This is an optimization exercise on Yosys and OpenROAD, whose aim is small area, a short achievable clock period and few clock cycles per item, not a production implementation.
Where RTL was checked, it was by simulation tests only, not by an equivalence proof against the original.

== onyx ==
Design riscv_base_divider, start of the top module:
module riscv_base_divider (
    input           clk_i,
    input           rst_i,
    input           opcode_valid_i,
    input  [31:0]   opcode_opcode_i,
    input  [31:0]   opcode_pc_i,
    input           opcode_invalid_i,
    input  [4:0]    opcode_rd_idx_i,
    input  [4:0]    opcode_ra_idx_i,
    input  [4:0]    opcode_rb_idx_i,
    input  [31:0]   opcode_ra_operand_i,
    input  [31:0]   opcode_rb_operand_i,
    output          writeback_valid_o,
    output [31:0]   writeback_value_o
);
Size in the first run: about 1,400 cells after synthesis, about 120 flip-flops, roughly 180 I/O pins.
make LEC_CHECK=0 CAP_MARGIN=20 CORE_MARGIN=2 CORE_UTILIZATION=40 SETUP_SLACK_MARGIN=2.0 SLEW_MARGIN=20 finish   # period 6.0 ns
run.sh (not shown) runs the stock make flow with config.mk's settings and CLKGATE_MAP_FILE= SYNTH_SCRIPT=/design/flow/synth_recipe.tcl, a recipe that flattens the netlist after the stock synthesis.
Input changes introduced in nickel (baseline for comparison: onyx):
Settings: CORE_UTILIZATION: 40 -> 60.
[summary]
nickel ended with every stage complete and zero timing, DRC or antenna violations.
Overall global routing resource usage (lower): onyx
Between onyx and nickel, the flow reports total number of vias increasing by a few percent.
Share of cell area taken by multi-input logic gates: higher on nickel
nickel — non-clock buffer count 6 lower, onyx as reference
Compared with onyx, nickel shows a slack of the critical path that is 0.040 ns lower.
Compared with onyx, maximum frequency in nickel decreased slightly.
Final cell count without fillers (onyx / nickel): 1.09
No functional check of the RTL was part of any run of this note.

---

== wip/amber ==
The RTL this note starts from:
==> flow/design.v <==
module riscv_base_divider (
    input           clk_i,
    input           rst_i,
    input           opcode_valid_i,
    input  [31:0]   opcode_opcode_i,
    input  [31:0]   opcode_pc_i,
    input           opcode_invalid_i,
    input  [4:0]    opcode_rd_idx_i,
    input  [4:0]    opcode_ra_idx_i,
    input  [4:0]    opcode_rb_idx_i,
    input  [31:0]   opcode_ra_operand_i,
    input  [31:0]   opcode_rb_operand_i,
    output          writeback_valid_o,
    output [31:0]   writeback_value_o
);
    wire inst_div_w  = (opcode_opcode_i & 32'hfe00707f) == 32'h2004033;
    wire inst_divu_w = (opcode_opcode_i & 32'hfe00707f) == 32'h2005033;
    wire inst_rem_w  = (opcode_opcode_i & 32'hfe00707f) == 32'h2006033;
    wire inst_remu_w = (opcode_opcode_i & 32'hfe00707f) == 32'h2007033;
    wire div_rem_inst_w = inst_div_w | inst_divu_w | inst_rem_w | inst_remu_w;
    wire valid_req_w = opcode_valid_i & div_rem_inst_w & ~opcode_invalid_i;
    localparam [1:0] S_IDLE = 2'd0, S_SETUP = 2'd1, S_ITER = 2'd2;
    reg [1:0]  state_q;
    reg        valid_q;
    reg [33:0] rem_q;      
    reg [33:0] div_q;      
    reg [31:0] quo_q;      
    reg [5:0]  cnt_q;      
    reg [5:0]  mb_q;       
    reg        is_div_q;
    reg        an_q;       
    reg        sub_q;      
    reg        bzero_q;    
    reg        inv_q;      
    function [5:0] sigbits;
        input [31:0] v;
        input        top;
        reg [31:0] y;
        reg [15:0] n1; reg [15:0] p1;
        reg [7:0]  n2; reg [15:0] p2;
        reg [3:0]  n3; reg [11:0] p3;
        reg [1:0]  n4; reg [7:0]  p4;
        integer i;
        begin
            y = v ^ {top, v[31:1]};
            for (i = 0; i < 16; i = i + 1) begin
                n1[i] = y[2*i+1] | y[2*i];
                p1[i] = y[2*i+1];
            end
            for (i = 0; i < 8; i = i + 1) begin
                n2[i] = n1[2*i+1] | n1[2*i];
                p2[2*i+:2] = n1[2*i+1] ? {1'b1, p1[2*i+1]} : {1'b0, p1[2*i]};
            end
            for (i = 0; i < 4; i = i + 1) begin
                n3[i] = n2[2*i+1] | n2[2*i];
                p3[3*i+:3] = n2[2*i+1] ? {1'b1, p2[2*(2*i+1)+:2]} : {1'b0, p2[2*(2*i)+:2]};
            end
            for (i = 0; i < 2; i = i + 1) begin
                n4[i] = n3[2*i+1] | n3[2*i];
                p4[4*i+:4] = n3[2*i+1] ? {1'b1, p3[3*(2*i+1)+:3]} : {1'b0, p3[3*(2*i)+:3]};
            end
            sigbits = {n4[1] | n4[0], n4[1] ? {1'b1, p4[7:4]} : {1'b0, p4[3:0]}};
        end
    endfunction
    wire        sgn_w   = ~opcode_opcode_i[12];
    wire        an_in_w = sgn_w & opcode_ra_operand_i[31];
    wire        bn_in_w = sgn_w & opcode_rb_operand_i[31];
    wire        sub_in_w = ~(an_in_w ^ bn_in_w);
    reg  [33:0] lowz_w;
    integer     m, e;
    always @* begin
        lowz_w = {~bn_in_w, ~opcode_rb_operand_i, 1'b1};
        for (e = 1; e < 64; e = e * 2)
            for (m = 0; m < 34; m = m + 1)
                if (m % (2*e) == 2*e-1) lowz_w[m] = lowz_w[m] & lowz_w[m-e];
        for (e = 16; e >= 1; e = e / 2)
            for (m = 0; m < 34; m = m + 1)
                if (m >= 3*e-1 && (m - (3*e-1)) % (2*e) == 0) lowz_w[m] = lowz_w[m] & lowz_w[m-e];
    end
    reg  [34:0] pg_g, pg_p;
    integer     k, d;
    always @* begin
        pg_g = {rem_q & div_q, 1'b1};
        pg_p = {rem_q ^ div_q, 1'b0};
        for (d = 1; d < 64; d = d * 2)
            for (k = 0; k < 35; k = k + 1)
                if (k % (2*d) == 2*d-1) begin
                    pg_g[k] = pg_g[k] | (pg_p[k] & pg_g[k-d]);
                    pg_p[k] = pg_p[k] & pg_p[k-d];
                end
        for (d = 16; d >= 1; d = d / 2)
            for (k = 0; k < 35; k = k + 1)
                if (k >= 3*d-1 && (k - (3*d-1)) % (2*d) == 0) begin
                    pg_g[k] = pg_g[k] | (pg_p[k] & pg_g[k-d]);
                    pg_p[k] = pg_p[k] & pg_p[k-d];
                end
    end
    wire [33:0] hp_w    = rem_q ^ div_q;
    wire [33:0] t_w     = hp_w ^ pg_g[33:0];
    wire        tzero_w = &hp_w;
    wire        acc_w   = an_q ? (t_w[33] | tzero_w) : ~t_w[33];
    wire [5:0]  s_w      = cnt_q - mb_q + {5'd0, an_q};
    reg  [33:0] dsh_w;
    integer     j;
    always @* begin
        dsh_w = div_q;
        for (j = 0; j < 6; j = j + 1)
            if (s_w[j]) dsh_w = (dsh_w << (1 << j)) | ((34'd1 << (1 << j)) - 34'd1);
    end
    wire        negq_w   = is_div_q & ~sub_q & ~bzero_q;
    wire        presub_w = acc_w & ~(is_div_q & sub_q);
    wire        last_w   = (cnt_q == 6'd0);
    always @(posedge clk_i or posedge rst_i) begin
        if (rst_i) begin
            state_q <= S_IDLE;
            valid_q <= 1'b0;
        end else begin
            valid_q <= 1'b0;
            case (state_q)
                S_IDLE:  if (valid_req_w) state_q <= S_SETUP;
                S_SETUP: if (bzero_q | ~acc_w) begin
                             state_q <= S_IDLE;
                             valid_q <= 1'b1;
                         end else
                             state_q <= S_ITER;
                default: if (last_w) begin
                             state_q <= S_IDLE;
                             valid_q <= 1'b1;
                         end
            endcase
        end
    end
    wire [5:0] ma_in_w = sigbits(opcode_ra_operand_i, an_in_w);
    wire [5:0] mb_in_w = sigbits(opcode_rb_operand_i, bn_in_w);
    always @(posedge clk_i) begin
        case (state_q)
            S_IDLE: begin
                is_div_q <= ~opcode_opcode_i[13];
                an_q     <= an_in_w;
                sub_q    <= sub_in_w;
                bzero_q  <= (opcode_rb_operand_i == 32'd0);
                rem_q    <= {{2{an_in_w}}, opcode_ra_operand_i};
                div_q    <= {{2{bn_in_w}}, opcode_rb_operand_i} ^ ({34{sub_in_w}} | lowz_w);
                cnt_q    <= {1'b0, ma_in_w[4:0]} + {5'd0, ma_in_w[5]};
                mb_q     <= {1'b0, mb_in_w[4:0]} + {5'd0, mb_in_w[5]};
            end
            S_SETUP: begin
                if (presub_w & ~bzero_q) rem_q <= t_w;
                inv_q <= negq_w;
                quo_q <= {32{bzero_q | (negq_w & acc_w)}};
                div_q <= dsh_w;
                cnt_q <= s_w;
            end
            default: begin
                if (acc_w) rem_q <= t_w;
                quo_q <= {quo_q[30:0], acc_w ^ inv_q};
                div_q <= {div_q[33], div_q[33:1]};
                cnt_q <= cnt_q - 6'd1;
            end
        endcase
    end
    assign writeback_valid_o = valid_q;
    assign writeback_value_o = is_div_q ? quo_q : rem_q[31:0];
endmodule
Settings: LEC_CHECK=0, CAP_MARGIN=20, CORE_MARGIN=2, CORE_UTILIZATION=40, SETUP_SLACK_MARGIN=2.0, SLEW_MARGIN=20; clock period 6.0 ns.
standard.sh (not shown) runs the stock make flow with config.mk's settings and CLKGATE_MAP_FILE= SYNTH_SCRIPT=/design/flow/synth_recipe.tcl, a recipe that flattens the netlist after the stock synthesis.
==> flow/flow/run.sh <==
#!/bin/bash
set -euo pipefail
export BUFFER_PORTS_ARGS="-buffer_cell sky130_fd_sc_hd__buf_1"
bash standard.sh > flow.log 2>&1
Relative to wip/amber, the following input files were edited for wip/indigo:
==> flow/run.sh (new file) <==
#!/bin/bash
# synth_recipe.tcl (not shown) runs the flow's synth.tcl, then flattens the netlist and writes it again
# the make line also repeats each setting of config.mk as NAME=value (left out here)
make -C /OpenROAD-flow-scripts/flow DESIGN_CONFIG=/design/flow/config.mk WORK_HOME=/design/flow/orfs CLKGATE_MAP_FILE= SYNTH_SCRIPT=/design/flow/synth_recipe.tcl finish
removed: flow/flow/run.sh
removed: flow/standard.sh
wip/indigo went all the way through synthesis, placement and routing and the layout is clean on timing, DRC and antenna. Taking wip/amber as the reference, in wip/indigo critical path depth down 1, worst endpoint required time dropped 100 ps. Diff wip/amber -> wip/indigo: total global-route track usage barely changed, final cell count barely changed, number of instances resized during post-cts repair climbed 6. Re via total after detailed routing: wip/indigo and wip/amber aren't equal, and the higher value belongs to wip/amber.
Edits applied to the flow inputs when going from wip/indigo to wip/harbor:
==> flow/flow/run.sh (new file) <==
#!/bin/bash
set -euo pipefail
export BUFFER_PORTS_ARGS="-buffer_cell sky130_fd_sc_hd__buf_2"
bash standard.sh > flow.log 2>&1
==> flow/standard.sh (new file) <==
#!/bin/bash
# synth_recipe.tcl (not shown) runs the flow's synth.tcl, then flattens the netlist and writes it again
# the make line also repeats each setting of config.mk as NAME=value (left out here)
make -C /OpenROAD-flow-scripts/flow DESIGN_CONFIG=/design/flow/config.mk WORK_HOME=/design/flow/orfs CLKGATE_MAP_FILE= SYNTH_SCRIPT=/design/flow/synth_recipe.tcl "${@:-finish}"
removed: flow/run.sh
Findings:
Compared with wip/indigo, in wip/harbor routing usage on met1 +1.0 points, via density per instance now larger, final area dropped 730 um2.
As far as pin count of the biggest net entering global routing goes, wip/indigo and wip/harbor are indistinguishable; the numbers are identical.
Taking wip/indigo as the reference, in wip/harbor via count saw an increase, period utilization shows a reduction of 1.7 points.
No run of this note included a check of the RTL's function; only the layout flow was run.

---

Another version of the RTL of riscv_base_divider (not shown whole).
Size: roughly 110 flip-flops, ~180 I/O pins, ~11000 µm² of cells after synthesis.
Settings: LEC_CHECK=0, CAP_MARGIN=20, CORE_MARGIN=2, CORE_UTILIZATION=40, SETUP_SLACK_MARGIN=3.0, SLEW_MARGIN=20; clock period 6.0 ns.
run.sh (not shown) runs the stock make flow with config.mk's settings and CLKGATE_MAP_FILE= SYNTH_SCRIPT=/design/flow/synth_recipe.tcl, a recipe that flattens the netlist after the stock synthesis.
Stock flow here: none of the scripts above is used.
The starting point finished with timing, DRC and antenna clean.
Next try:
- SETUP_SLACK_MARGIN: 3.0 -> 3.6
- The new run completed with no timing, DRC or antenna violations
- design area grows by roughly a tenth
- global-route usage grows by 1.2 points
- utilization grows by 5.9 points
Function was not checked in any run of this note: the RTL went through the layout flow alone.

---

## green
Another version of the RTL of riscv_base_divider (not shown whole).
Size: about 120 flip-flops.
Settings: LEC_CHECK=0, CAP_MARGIN=20, CORE_MARGIN=2, CORE_UTILIZATION=46, CTS_BUF_LIST=sky130_fd_sc_hd__clkbuf_8, SETUP_SLACK_MARGIN=2.4, SLEW_MARGIN=20; clock period 6.0 ns.
standard.sh (not shown) runs the stock make flow with config.mk's settings and CLKGATE_MAP_FILE= SYNTH_SCRIPT=/design/flow/synth_recipe.tcl, a recipe that flattens the netlist after the stock synthesis.
==> flow/flow/run.sh <==
#!/bin/bash
set -euo pipefail
export BUFFER_PORTS_ARGS="-buffer_cell sky130_fd_sc_hd__buf_1"
bash standard.sh > flow.log 2>&1
green | status: complete | timing, DRC, antenna: pass
Testbench counts of green, summed over its fixed seeds: cycles 23,597, divs 3,200.
### green -> purple
- a change of CORE_UTILIZATION from 46 to 40
- a change of SETUP_SLACK_MARGIN from 2.4 to 2.3
### Flow results
Diff green -> purple | setup slack | decrease of 39 ps. green vs purple, slowest cell on the critical path: sky130_fd_sc_hd__fa_1 vs sky130_fd_sc_hd__fa_2. purple against green; met3 wire length is down by more than 10%. Of green and purple, purple shows the lower share of the final layout cell area in sequential cells, with green above it. Of green and purple, the run reporting the higher post-detailed-placement cell area was purple.

---

Starting RTL as in the previous note.
==> flow/config.mk <==
export PLATFORM = sky130hd
export DESIGN_NAME = riscv_base_divider
export DESIGN_NICKNAME = riscv_base_divider
export VERILOG_FILES = /design/flow/design.v
export SDC_FILE = /design/flow/constraint.sdc
export NUM_CORES = 4
export LEC_CHECK = 0
export CAP_MARGIN = 20
export CORE_MARGIN = 2
export CORE_UTILIZATION = 40
export CTS_BUF_LIST = sky130_fd_sc_hd__clkbuf_8
export SETUP_SLACK_MARGIN = 2.4
export SLEW_MARGIN = 20
export TNS_END_PERCENT = 10
==> flow/constraint.sdc <==
create_clock -name core_clock -period 6.0 [get_ports {clk_i}]
set_input_delay 1.2000 -clock core_clock [delete_from_list [all_inputs] [get_ports {clk_i}]]
set_output_delay 1.2000 -clock core_clock [all_outputs]
set_load 0.01 [all_outputs]
Scripts as last shown in full above: flow/flow/run.sh
Testbench counts at the start, summed over its fixed seeds: cycles 23,597, divs 3,200.
==> next run, changes <==
--- a/flow/config.mk
+++ b/flow/config.mk
@@ -6,4 +6,5 @@
 export NUM_CORES = 4
 export LEC_CHECK = 0
+export ABC_AREA = 1
 export CAP_MARGIN = 20
 export CORE_MARGIN = 2
@@ -12,3 +13,2 @@
 export SETUP_SLACK_MARGIN = 2.4
 export SLEW_MARGIN = 20
-export TNS_END_PERCENT = 10
After rerunning: The new run ran to the end with no violations. First-iteration DRC count rose by 26%. Cell area goes up by 3.8%. Core utilization climbs by 1.1 points. Clock skew grows by 0.0075 ns. Die area climbs by 2.5%.
==> next run, changes <==
--- a/flow/config.mk
+++ b/flow/config.mk
@@ -6,9 +6,8 @@
 export NUM_CORES = 4
 export LEC_CHECK = 0
-export ABC_AREA = 1
-export CAP_MARGIN = 20
+export CAP_MARGIN = 5
 export CORE_MARGIN = 2
 export CORE_UTILIZATION = 40
 export CTS_BUF_LIST = sky130_fd_sc_hd__clkbuf_8
 export SETUP_SLACK_MARGIN = 2.4
-export SLEW_MARGIN = 20
+export SLEW_MARGIN = 5
Outcome: Synthesized area drops by 2.5%. Final cell count drops by 20%. Final area drops by 2.6%.
==> next run, changes <==
--- a/flow/config.mk
+++ b/flow/config.mk
@@ -6,8 +6,8 @@
 export NUM_CORES = 4
 export LEC_CHECK = 0
-export CAP_MARGIN = 5
+export CAP_MARGIN = 20
 export CORE_MARGIN = 2
-export CORE_UTILIZATION = 40
+export CORE_UTILIZATION = 33
 export CTS_BUF_LIST = sky130_fd_sc_hd__clkbuf_8
 export SETUP_SLACK_MARGIN = 2.4
-export SLEW_MARGIN = 5
+export SLEW_MARGIN = 20
- first-iteration DRC count came out lower by 11%
- cell area climbs by 0.65%
- global-route usage goes down by 3.5 points
- wire length rises by 2.4%
- clock-buffer cell count rose by 1

---

riscv_base_divider, a different RTL version from the one above (not shown whole).
Size: ~1200 cells after synthesis, ~180 I/O pins, ~0.010 mm² of cells after synthesis.
Settings: LEC_CHECK=0, CAP_MARGIN=20, CORE_MARGIN=2, CORE_UTILIZATION=40, SETUP_SLACK_MARGIN=2.8, SLEW_MARGIN=20; clock period 6.0 ns.
Scripts as last shown in full above: flow/flow/run.sh
Testbench counts at the start, summed over its fixed seeds: cycles 23,427, divs 3,200.
Rerun with:
SETUP_SLACK_MARGIN = 2.0   (was 2.8)
Outcome: The new run produced a clean layout; setup slack degrades by 0.12 ns; global-route usage is lower by 2.0 points; die area does not change; final cell count is lower by a few percent; wire length is lower by a little under a tenth; design area is lower by roughly a tenth; maximum frequency is lower by a few percent.
Rerun with:
SETUP_SLACK_MARGIN = 2.4   (was 2.0)
After rerunning: Final area goes up by 3.5%. Routed wire length rose by 3.3%. Synthesized area stays the same.

## separate check: timing with driven ports
How much do the figures lean on ideal ports? The routed layouts below were timed once more, with nothing changed but the port constraints. Step 1 (the two cells are an assumption about what drives the block):
set clk [get_ports {clk_i}]
set_driving_cell -lib_cell sky130_fd_sc_hd__clkbuf_16 $clk
set_driving_cell -lib_cell sky130_fd_sc_hd__buf_2 [delete_from_list [all_inputs] $clk]
Step 2 also shifts input and output timing later by t, the mid clock arrival at the registers, as if the neighbouring blocks saw the same clock. Three values: no drivers, after step 1, after step 2; two values: the first two.
run	shift t [ns]	setup slack, ns	hold WS [ns]	clock arrival spread, ns	slew at the worst register clock pin (ns)
onyx	0.468	1.965 / 1.975 / 1.507	0.450 / 0.450 / 0.450	0.014 / 0.014	0.06 / 0.06
nickel	0.475	1.925 / 1.942 / 1.468	0.463 / 0.463 / 0.463	0.014 / 0.013	0.06 / 0.06
wip/amber	0.462	2.148 / 2.148 / 1.793	0.531 / 0.531 / 0.531	0.015 / 0.015	0.07 / 0.07
wip/indigo	0.463	2.119 / 2.119 / 1.699	0.527 / 0.527 / 0.527	0.017 / 0.016	0.07 / 0.07
wip/harbor	0.466	2.222 / 2.229 / 1.780	0.519 / 0.519 / 0.519	0.012 / 0.012	0.06 / 0.06
the first run of note 3	0.485	1.343 / 1.345 / 0.860	0.543 / 0.543 / 0.543	0.013 / 0.013	0.07 / 0.07
the second run of note 3	0.486	1.367 / 1.381 / 0.895	0.546 / 0.546 / 0.546	0.009 / 0.009	0.06 / 0.06
green	0.506	2.463 / 2.463 / 2.175	0.451 / 0.451 / 0.451	0.021 / 0.021	0.10 / 0.10
purple	0.495	2.424 / 2.424 / 2.092	0.454 / 0.454 / 0.454	0.014 / 0.014	0.09 / 0.09
the first run of note 5	0.493	2.413 / 2.413 / 2.102	0.454 / 0.454 / 0.454	0.017 / 0.016	0.09 / 0.09
the second run of note 5	0.491	2.433 / 2.433 / 2.433	0.462 / 0.462 / 0.462	0.023 / 0.024	0.10 / 0.10
the third run of note 5	0.492	2.477 / 2.477 / 2.103	0.455 / 0.455 / 0.455	0.015 / 0.015	0.09 / 0.09
the fourth run of note 5	0.499	2.307 / 2.307 / 2.145	0.453 / 0.453 / 0.453	0.018 / 0.018	0.09 / 0.09
the first run of note 6	0.454	2.335 / 2.335 / 2.245	0.451 / 0.451 / 0.451	0.017 / 0.017	0.06 / 0.06
the second run of note 6	0.468	2.214 / 2.170 / 1.810	0.449 / 0.449 / 0.449	0.012 / 0.012	0.06 / 0.06
the third run of note 6	0.468	2.424 / 2.424 / 2.026	0.449 / 0.449 / 0.449	0.008 / 0.008	0.06 / 0.06
After both steps setup and hold are still met in every run listed. For the first run of note 3, which loses most, drivers alone change the setup slack by +0.002 ns; drivers and shift together by -0.483 ns.
